What follows belongs to an exercise in optimizing a design on an open flow for small area; a production flow would make more cautious choices.
The RTL was checked by simulation tests, not by an equivalence proof against the original design.
The flow treats the clock pin as an ideal source. Dropping or thinning the clock tree relies on that and would not hold on a real chip.
No activity file was given, so power comes from the tool's default toggle rates.

== the previous run ==
==> flow/design.v <==
module ir_encoder (
    input wire rst,         
    input wire clk,         
    input wire [31:0] cmd,  
    input wire valid,       
    output wire ready,      
    output reg ir_output    
);
localparam [8:0] CC_X = 9'd37;
localparam [8:0] CC_K = 9'h1f6;    
localparam [8:0] CC_R = 9'd75;     
reg  [8:0] cc;
reg        car;
wire       cc_end = ((cc ^ CC_X) & CC_K) == 9'd0;
always @(posedge clk or posedge rst) begin
    if (rst) begin
        cc  <= CC_R;
        car <= 1'b0;
    end else begin
        cc  <= {cc[7:0], cc[8] ^ cc[3] ^ cc_end};
        car <= car ^ cc_end;
    end
end
localparam [16:0] M_P  = 17'h15555;   
localparam [16:0] M_S0 = 17'd69568;
localparam [16:0] E_START = 17'd92158, K_START = 17'h1bfff;  
localparam [16:0] E_SHORT = 17'd5462,  K_SHORT = 17'h1db1e;  
localparam [16:0] E_LONG  = 17'd99312, K_LONG  = 17'h1dbbf;  
localparam [16:0] E_GAP   = 17'd50310, K_GAP   = 17'h1ddef;  
reg  [16:0] mq;
wire [16:0] m = mq ^ M_P;
reg        mod, st, gap;
assign ready = st & gap;
reg [32:0] q;                    
wire last  = ~|q[32:1];          
wire bitv  = ~q[0];              
wire jdone = ~q[3] & q[2];       
wire t_start = ((m ^ E_START) & K_START) == 17'd0;
wire t_short = ((m ^ E_SHORT) & K_SHORT) == 17'd0;
wire t_long  = ((m ^ E_LONG)  & K_LONG)  == 17'd0;
wire t_gap   = ((m ^ E_GAP)   & K_GAP)   == 17'd0;
wire t  = (st & ~gap) ? t_start : gap ? t_gap : (mod | ~bitv) ? t_short : t_long;
wire sh = t & ~mod & ~st;        
wire        sa     = ~ready & sh;
wire        ho     = ~ready & ~sh;
wire [32:0] q_sh   = {gap & ~q[0], q[32:1]};
wire        nready = ~ready;
wire [32:0] q_nx;
genvar i;
generate
    for (i = 0; i < 32; i = i + 1) begin : g_r
        ir_encoder_rbit u_rbit (
            .nready(nready), .sa(sa), .ho(ho),
            .ld(cmd[i]),
            .sh_in(q_sh[i]), .hold_in(q[i]),
            .q_nx(q_nx[i])
        );
    end
endgenerate
assign q_nx[32] = ~nready | (sa & q_sh[32]) | (ho & q[32]);
wire        m_clr  = ready | t;
wire        m_nclr = ~m_clr;
wire [16:0] m_in   = {m[15:0], m[16] ^ m[2]} ^ M_P;    
wire [16:0] mq_nx;
generate
    for (i = 0; i < 17; i = i + 1) begin : g_m
        if (((M_S0 ^ M_P) >> i) & 1) begin : g_set
            ir_encoder_stage1 u_st (.nclr(m_nclr), .dn(~m_in[i]), .y(mq_nx[i]));
        end else begin : g_rst
            ir_encoder_stage0 u_st (.clr(m_clr), .dn(~m_in[i]), .y(mq_nx[i]));
        end
    end
endgenerate
always @(posedge clk or posedge rst) begin
    if (rst) begin
        st        <= 1'b1;
        gap       <= 1'b1;
        ir_output <= 1'b0;
    end else begin
        st        <= ready | (st & ~(t & ~mod)) | (gap & ~mod & t & jdone);
        gap       <= ready ? ~valid : (gap | (t & ~st & ~mod & last));
        ir_output <= mod & car;
    end
end
always @(posedge clk) begin
    mq  <= mq_nx;
    mod <= ready ? valid : (t ? (~mod & ~gap & (st | ~last)) : mod);
    q   <= q_nx;
end
endmodule
module ir_encoder_rbit (
    input  wire nready,
    input  wire sa,
    input  wire ho,
    input  wire ld,
    input  wire sh_in,
    input  wire hold_in,
    output wire q_nx
);
    assign q_nx = ~((nready | ld) & ~((sa & sh_in) | (ho & hold_in)));
endmodule
module ir_encoder_stage0 (
    input  wire clr,
    input  wire dn,
    output wire y
);
    assign y = ~(clr | dn);
endmodule
module ir_encoder_stage1 (
    input  wire nclr,
    input  wire dn,
    output wire y
);
    assign y = ~(nclr & dn);
endmodule
clock: 40.0 ns
lec_check: 0
cap_margin: 20
core_margin: 2
core_utilization: 40
place_density: 0.6
slew_margin: 20
synth_hierarchical: 1
standard.sh (not shown) runs the stock make flow with config.mk's settings and CLKGATE_MAP_FILE= SYNTH_SCRIPT=/design/flow/synth_recipe.tcl, a recipe that flattens the netlist after the stock synthesis.
==> flow/flow/run.sh <==
#!/bin/bash
set -euo pipefail
here=$(pwd)
export PRE_FLOORPLAN_TCL="$here/flow/downsize.tcl"
export POST_CTS_TCL="$here/flow/post_cts.tcl"
export REMOVE_ABC_BUFFERS=1
export BUFFER_PORTS_ARGS="-buffer_cell sky130_fd_sc_hd__buf_1"
export CTS_ARGS="-sink_clustering_enable -repair_clock_nets -dont_use_dummy_load -buf_list {sky130_fd_sc_hd__clkbuf_2 sky130_fd_sc_hd__clkbuf_4} -root_buf sky130_fd_sc_hd__clkbuf_4"
bash standard.sh > standard.log 2>&1
Other scripts of this flow, unchanged in this note and not shown: flow/flow/downsize.tcl, flow/flow/mytree.tcl, flow/flow/post_cts.tcl
diff inputs: the previous run => the current run
==> flow/design.v, changed modules only <==
module ir_encoder (
    input wire rst,         
    input wire clk,         
    input wire [31:0] cmd,  
    input wire valid,       
    output wire ready,      
    output reg ir_output    
);
localparam [8:0] CC_X = 9'd37;
localparam [8:0] CC_K = 9'h1f6;    
localparam [8:0] CC_R = 9'd75;     
reg  [8:0] cc;
reg        car;
wire       cc_end = ((cc ^ CC_X) & CC_K) == 9'd0;
always @(posedge clk or posedge rst) begin
    if (rst) begin
        cc  <= CC_R;
        car <= 1'b0;
    end else begin
        cc  <= {cc[7:0], cc[8] ^ cc[3] ^ cc_end};
        car <= car ^ cc_end;
    end
end
localparam [16:0] M_P  = 17'h15555;   
localparam [16:0] M_S0 = 17'd69568;
localparam [16:0] E_START = 17'd92158, K_START = 17'h1bfff;  
localparam [16:0] E_SHORT = 17'd5462,  K_SHORT = 17'h1db1e;  
localparam [16:0] E_LONG  = 17'd99312, K_LONG  = 17'h1dbbf;  
localparam [16:0] E_GAP   = 17'd50310, K_GAP   = 17'h1ddef;  
reg  [16:0] mq;
wire [16:0] m = mq ^ M_P;
reg        mod, st, gap;
assign ready = st & gap;
reg [32:0] q;                    
wire last  = ~|q[32:1];          
wire bitv  = ~q[0];              
wire jdone = ~q[3] & q[2];       
wire t_start = ((m ^ E_START) & K_START) == 17'd0;
wire t_short = ((m ^ E_SHORT) & K_SHORT) == 17'd0;
wire t_long  = ((m ^ E_LONG)  & K_LONG)  == 17'd0;
wire t_gap   = ((m ^ E_GAP)   & K_GAP)   == 17'd0;
wire t  = (st & ~gap) ? t_start : gap ? t_gap : (mod | ~bitv) ? t_short : t_long;
wire sh = t & ~mod & ~st;        
wire [1:0]  sa, ho, nready;
wire [32:0] q_sh   = {gap & ~q[0], q[32:1]};
wire [32:0] q_nx;
genvar i;
generate
    for (i = 0; i < 2; i = i + 1) begin : g_sel
        ir_encoder_sel u_sel (.ready(ready), .sh(sh), .sa(sa[i]), .ho(ho[i]), .nready(nready[i]));
    end
    for (i = 0; i < 32; i = i + 1) begin : g_r
        ir_encoder_rbit u_rbit (
            .nready(nready[i / 16]), .sa(sa[i / 16]), .ho(ho[i / 16]),
            .ld(cmd[i]),
            .sh_in(q_sh[i]), .hold_in(q[i]),
            .q_nx(q_nx[i])
        );
    end
endgenerate
assign q_nx[32] = ready | (sa[1] & q_sh[32]) | (ho[1] & q[32]);
wire        m_clr  = ready | t;
wire        m_nclr = ~m_clr;
wire [16:0] m_in   = {m[15:0], m[16] ^ m[2]} ^ M_P;    
wire [16:0] mq_nx;
generate
    for (i = 0; i < 17; i = i + 1) begin : g_m
        if (((M_S0 ^ M_P) >> i) & 1) begin : g_set
            ir_encoder_stage1 u_st (.nclr(m_nclr), .dn(~m_in[i]), .y(mq_nx[i]));
        end else begin : g_rst
            ir_encoder_stage0 u_st (.clr(m_clr), .dn(~m_in[i]), .y(mq_nx[i]));
        end
    end
endgenerate
always @(posedge clk or posedge rst) begin
    if (rst) begin
        st        <= 1'b1;
        gap       <= 1'b1;
        ir_output <= 1'b0;
    end else begin
        st        <= ready | (st & ~(t & ~mod)) | (gap & ~mod & t & jdone);
        gap       <= ready ? ~valid : (gap | (t & ~st & ~mod & last));
        ir_output <= mod & car;
    end
end
always @(posedge clk) begin
    mq  <= mq_nx;
    mod <= ready ? valid : (t ? (~mod & ~gap & (st | ~last)) : mod);
    q   <= q_nx;
end
endmodule
module ir_encoder_sel (
    input  wire ready,
    input  wire sh,
    output wire sa,
    output wire ho,
    output wire nready
);
    assign sa     = ~ready & sh;
    assign ho     = ~ready & ~sh;
    assign nready = ~ready;
endmodule
### Flow results
Diff the previous run..the current run | area of all placed cells without fillers | negligible. Diff the current run..the previous run | total power of the final layout | negligible. The higher met2 track demand over resource in global routing of the current run and the previous run is in the current run. Compared with the previous run, the current run degrades total wire length. Changes observed in the current run relative to the previous run: final core area utilization level, die area +about 0.7%. Taking the previous run as the reference point, the worst-case setup slack after placement of the current run rises by 0.36 ns. Going from the previous run to the current run, largest vdd supply drop now sits higher; relative contribution of the clock network to total power now sits at about the same level; met2 wire length now sits higher; via count of the routed design now sits higher; first-pass GRT wire length now sits lower. Relative to the previous run, the relative slew slack of the current run is lower by 26 points.
In every run of this note, the design's own scripts or RTL, not TritonCTS, make the clock network.

-- static timing again, ports no longer ideal --
How much do the figures lean on ideal ports? The routed layouts below were timed once more, with nothing changed but the port constraints.
Step 1: set_driving_cell puts a clkbuf_16 on clk and a buf_2 on each other input, an assumption about the parent block.
Step 2 also shifts input and output timing later by t, the mid clock arrival at the registers, as if the neighbouring blocks saw the same clock.
Slacks: ideal ports / drivers / drivers and shift; pairs: ideal ports / drivers.
| run | shift t [ns] | slack for setup (ns) | pins driven straight from the clock port |
|---|---|---|---|
| the previous run | 0.445 | 30.102 / 30.078 / 30.522 | 1 |
| the current run | 0.450 | 30.458 / 30.433 / 30.882 | 1 |
After both steps every run listed still meets setup and hold.
